Source: an optimization exercise on an open RTL-to-GDS flow (aim: small area, a short achievable clock period and few clock cycles per item). Production flows keep margins and buffers that such runs may drop. Where RTL was checked, it was by simulation tests only, not by an equivalence proof against the original. Power is estimated from default activity; no workload was simulated.

==> job 5052 <==
// mmult
module mmult(
  input  clk,                  
  input  reset_n,              
  input  enable,               
  input  [0:9*8-1] A_mat,      
  input  [0:9*8-1] B_mat,      
  output reg valid,            
  output reg [0:9*17-1] C_mat  
);
make LEC_CHECK=0 CAP_MARGIN=20 CORE_MARGIN=2 CORE_UTILIZATION=40 SETUP_SLACK_MARGIN=2.5 SLEW_MARGIN=20 SYNTH_HIERARCHICAL=1 finish   # period 9.0 ns
run.sh (not shown) runs the stock make flow with config.mk's settings and CLKGATE_MAP_FILE= SYNTH_SCRIPT=/design/flow/synth_recipe.tcl, a recipe that flattens the netlist after the stock synthesis.
==> job 9097: changes against job 5052 <==
--- a/flow/config.mk
+++ b/flow/config.mk
@@ -8,6 +8,6 @@
 export CAP_MARGIN = 20
 export CORE_MARGIN = 2
 export CORE_UTILIZATION = 40
-export SETUP_SLACK_MARGIN = 2.5
+export SETUP_SLACK_MARGIN = 4
 export SLEW_MARGIN = 20
 export SYNTH_HIERARCHICAL = 1
==> job 3268: changes against job 5052 <==
--- a/flow/config.mk
+++ b/flow/config.mk
@@ -8,6 +8,5 @@
 export CAP_MARGIN = 20
 export CORE_MARGIN = 2
 export CORE_UTILIZATION = 40
-export SETUP_SLACK_MARGIN = 2.5
 export SLEW_MARGIN = 20
 export SYNTH_HIERARCHICAL = 1
==> results.ini <==
[run_status]
status=complete, no violations

[grt]
grt_usage=0.288

[cells_and_area]
clk_share=0.0219
fill_cells=10846

[power]
power_frac_clock=0.081

[critical_path]
startpoint=A_mat[63]

[place]
dp.cells=6128

[clock_network]
numCtsBuffers=34

[hold_path]
hold_depth=2

[route]
met3WireLength_mm=20.9

The numbers above come from job 3268.

==> results.ini <==
[grt]
grt_util_met2=0.436
grt_usage=0.288
gr-usage-met1=0.372

[cells_and_area]
fill_cells=10864
clk_share=0.0219
most-common-layout-cells=nand2_1 (1756), fa_1 (1512), inv_1 (228), dfxtp_1 (217), clkdlybuf4s50_1 (201)
inverters=228

[route]
met3WireLength_mm=21.2

[clock_network]
numCtsBuffers=34

[run_status]
status=complete, no violations

[critical_path]
startpoint=B_mat[30]

[sta]
fmax_ghz=0.154

[hold_path]
hold_depth=2

[place]
dp.cells=6128

[floorplanning]
dieArea_um2=119000

The numbers above come from job 5052.

==> results.ini <==
[run_status]
status=complete, no violations

[place]
dp.cells=6071

[hold_path]
hold_depth=4

[cells_and_area]
clk_share=0.0205
fill_cells=9906

[route]
met3WireLength_mm=27.6

[clock_network]
numCtsBuffers=36

[grt]
grt_usage=0.329

[power]
power_frac_clock=0.077

The numbers above come from job 9097.

No functional check of the RTL was part of any run of this note.

==> tundra: inputs <==
mmult, a different RTL version from the one above (not shown whole).
==> flow/config.mk <==
export PLATFORM = sky130hd
export DESIGN_NAME = mmult
export DESIGN_NICKNAME = mmult
export VERILOG_FILES = /design/flow/design.v
export SDC_FILE = /design/flow/constraint.sdc
export NUM_CORES = 4
export LEC_CHECK = 0
export CAP_MARGIN = 20
export CORE_MARGIN = 2
export CORE_UTILIZATION = 55
export SETUP_SLACK_MARGIN = 3.8
export SLEW_MARGIN = 70
export SYNTH_HIERARCHICAL = 1
==> flow/constraint.sdc <==
create_clock -name core_clock -period 9.0 [get_ports {clk}]
set_input_delay 1.8000 -clock core_clock [delete_from_list [all_inputs] [get_ports {clk}]]
set_output_delay 1.8000 -clock core_clock [all_outputs]
set_load 0.01 [all_outputs]
standard.sh (not shown) runs the stock make flow with config.mk's settings and CLKGATE_MAP_FILE= SYNTH_SCRIPT=/design/flow/synth_recipe.tcl, a recipe that flattens the netlist after the stock synthesis.
==> flow/flow/run.sh <==
#!/bin/bash
# Layout flow: the standard ORFS flow (standard.sh, unchanged synthesis),
# except that the port buffers are plain buffers (buf_4) instead of the
# delay-cell buffers buffer_ports picks by default. Every input and output
# port still gets its own buffer. Each step's full output goes to a log here.
set -euo pipefail
export BUFFER_PORTS_ARGS="-buffer_cell sky130_fd_sc_hd__buf_4"
bash standard.sh finish > standard_finish.log 2>&1
==> juniper: changes against tundra <==
--- a/flow/config.mk
+++ b/flow/config.mk
@@ -7,7 +7,7 @@
 export LEC_CHECK = 0
 export CAP_MARGIN = 20
 export CORE_MARGIN = 2
-export CORE_UTILIZATION = 55
-export SETUP_SLACK_MARGIN = 3.8
+export CORE_UTILIZATION = 40
+export SETUP_SLACK_MARGIN = 3.5
 export SLEW_MARGIN = 70
 export SYNTH_HIERARCHICAL = 1
==> violet: changes against tundra <==
--- a/flow/config.mk
+++ b/flow/config.mk
@@ -7,7 +7,7 @@
 export LEC_CHECK = 0
 export CAP_MARGIN = 20
 export CORE_MARGIN = 2
-export CORE_UTILIZATION = 55
-export SETUP_SLACK_MARGIN = 3.8
+export CORE_UTILIZATION = 40
+export SETUP_SLACK_MARGIN = 4.2
 export SLEW_MARGIN = 70
 export SYNTH_HIERARCHICAL = 1
==> summary.txt <==
quantity	juniper	tundra	violet
Max VDD drop	289 uV	521 uV	521 uV
Share of the final layout cell area in sequential cells	0.104	0.105	0.100
Initial Util	0.402	0.554	0.402
Portion of total power attributed to sequential cells	0.124	0.127	0.114
Placed Instance Area	0.0522 mm2	0.0517 mm2	0.0533 mm2
Leak Pwr	0.0203 uW	0.0203 uW	0.0206 uW
Critical-path maximum fanout	4	5	3
Core Region	0.122 mm2	0.0882 mm2	0.122 mm2
Signed area change from the synthesized netlist to the final layout	10.2%	9.39%	14.7%
Status	complete, no violations	complete, no violations	complete, no violations
Cell Rows	128	109	128
Unrepaired setup endpoints after global routing	no	yes	yes
Ratio of cells with drive above 1 in the final layout	0.0877	0.0893	0.182
Testbench counts of tundra, summed over its fixed seeds: cycles 1,600, products 1,600.
Testbench counts of juniper, summed over its fixed seeds: cycles 1,600, products 1,600.
Testbench counts of violet, summed over its fixed seeds: cycles 1,600, products 1,600.

==> build 31: inputs <==
mmult, a different RTL version from the one above (not shown whole).
Settings: LEC_CHECK=0, CAP_MARGIN=20, CORE_MARGIN=2, CORE_UTILIZATION=55, SETUP_SLACK_MARGIN=4.0, SLEW_MARGIN=70, SYNTH_HIERARCHICAL=1; clock period 9.0 ns.
Scripts as last shown in full above: flow/flow/run.sh
==> trial 6: changes against build 31 <==
--- a/flow/config.mk
+++ b/flow/config.mk
@@ -9,5 +9,5 @@
 export CORE_MARGIN = 2
 export CORE_UTILIZATION = 55
-export SETUP_SLACK_MARGIN = 4.0
+export SETUP_SLACK_MARGIN = 4.15
 export SLEW_MARGIN = 70
 export SYNTH_HIERARCHICAL = 1
==> comparison table <==
metric	build 31	trial 6
Worst setup timing slack at the placement stage	3.63 ns	3.62 ns
CP Capture Point	C_mat[68]	C_mat[51]
Met2 track utilization from global routing	57.0%	58.1%
Total number of vias	34600	34700
Part of the power in registers	13.0%	12.6%
Share of layout cells above drive strength 1	10.6%	14.0%
Area of the multi-input gates	0.0422 sq mm	0.0427 sq mm
Num CTS Buffers	39	37
Leakage power of the design	20.2 nW	20.2 nW
Timing startpoint of the critical path	q4_11_0	q3_12_0
Worst hold slack	1.42 ns	1.44 ns
Status	complete, no violations	complete, no violations
Inserted Diodes	10	1
Non-Clock Buffer Area Fraction	5.03%	5.18%
Total track usage	35.5%	35.6%
Clock network area share	2.63%	2.33%
Register fraction of the total cell area	10.5%	10.4%
Post-place instance area	0.0517 sq mm	0.0521 sq mm
Number of placed instances with taps included	5710	5714
Switching power total	0.00871 W	0.00896 W
Met1 track utilization from global routing	47.0%	47.4%
Routed length on met2	74600 um	75800 um
Via-to-Cell Ratio	5.96	5.98
Area growth, synth to finish	8.59%	9.55%
Final critical-path required period	4.91 ns	4.78 ns
Function was not checked in any run of this note: the RTL went through the layout flow alone.

-- static timing again, ports no longer ideal --
In the flow no input, the clock included, has a driving cell. The finished layouts below were timed again as built, in two steps. Step 1 assumes that a clkbuf_16 drives the clock port and a buf_2 every other input. Step 2 moves the port delays by t, midway between the first and last clock arrival at a register: inputs arrive t later, outputs are due t later. That takes back most of the time a late clock gives input paths. Slacks: ideal / step 1 / step 2; pairs: ideal / step 1.
run	shift t [ns]	slack for setup (ns)	hold slack, ns
job 5052	0.667	2.525 / 2.541 / 1.874	1.772 / 1.720 / 2.387
job 9097	0.679	3.500 / 3.434 / 2.754	1.710 / 1.681 / 2.361
job 3268	0.667	2.057 / 2.048 / 1.381	1.774 / 1.722 / 2.389
tundra	0.661	3.870 / 3.796 / 3.559	1.403 / 1.355 / 2.016
juniper	0.684	3.759 / 3.682 / 3.592	1.370 / 1.320 / 2.004
violet	0.691	3.936 / 3.865 / 3.615	1.358 / 1.313 / 2.003
build 31	0.661	4.092 / 4.018 / 3.524	1.418 / 1.370 / 2.031
trial 6	0.644	4.216 / 4.142 / 3.577	1.443 / 1.396 / 2.040
After both steps setup and hold are still met in every run listed. For job 9097, which loses most, drivers alone change the setup slack by -0.066 ns; drivers and shift together by -0.746 ns.
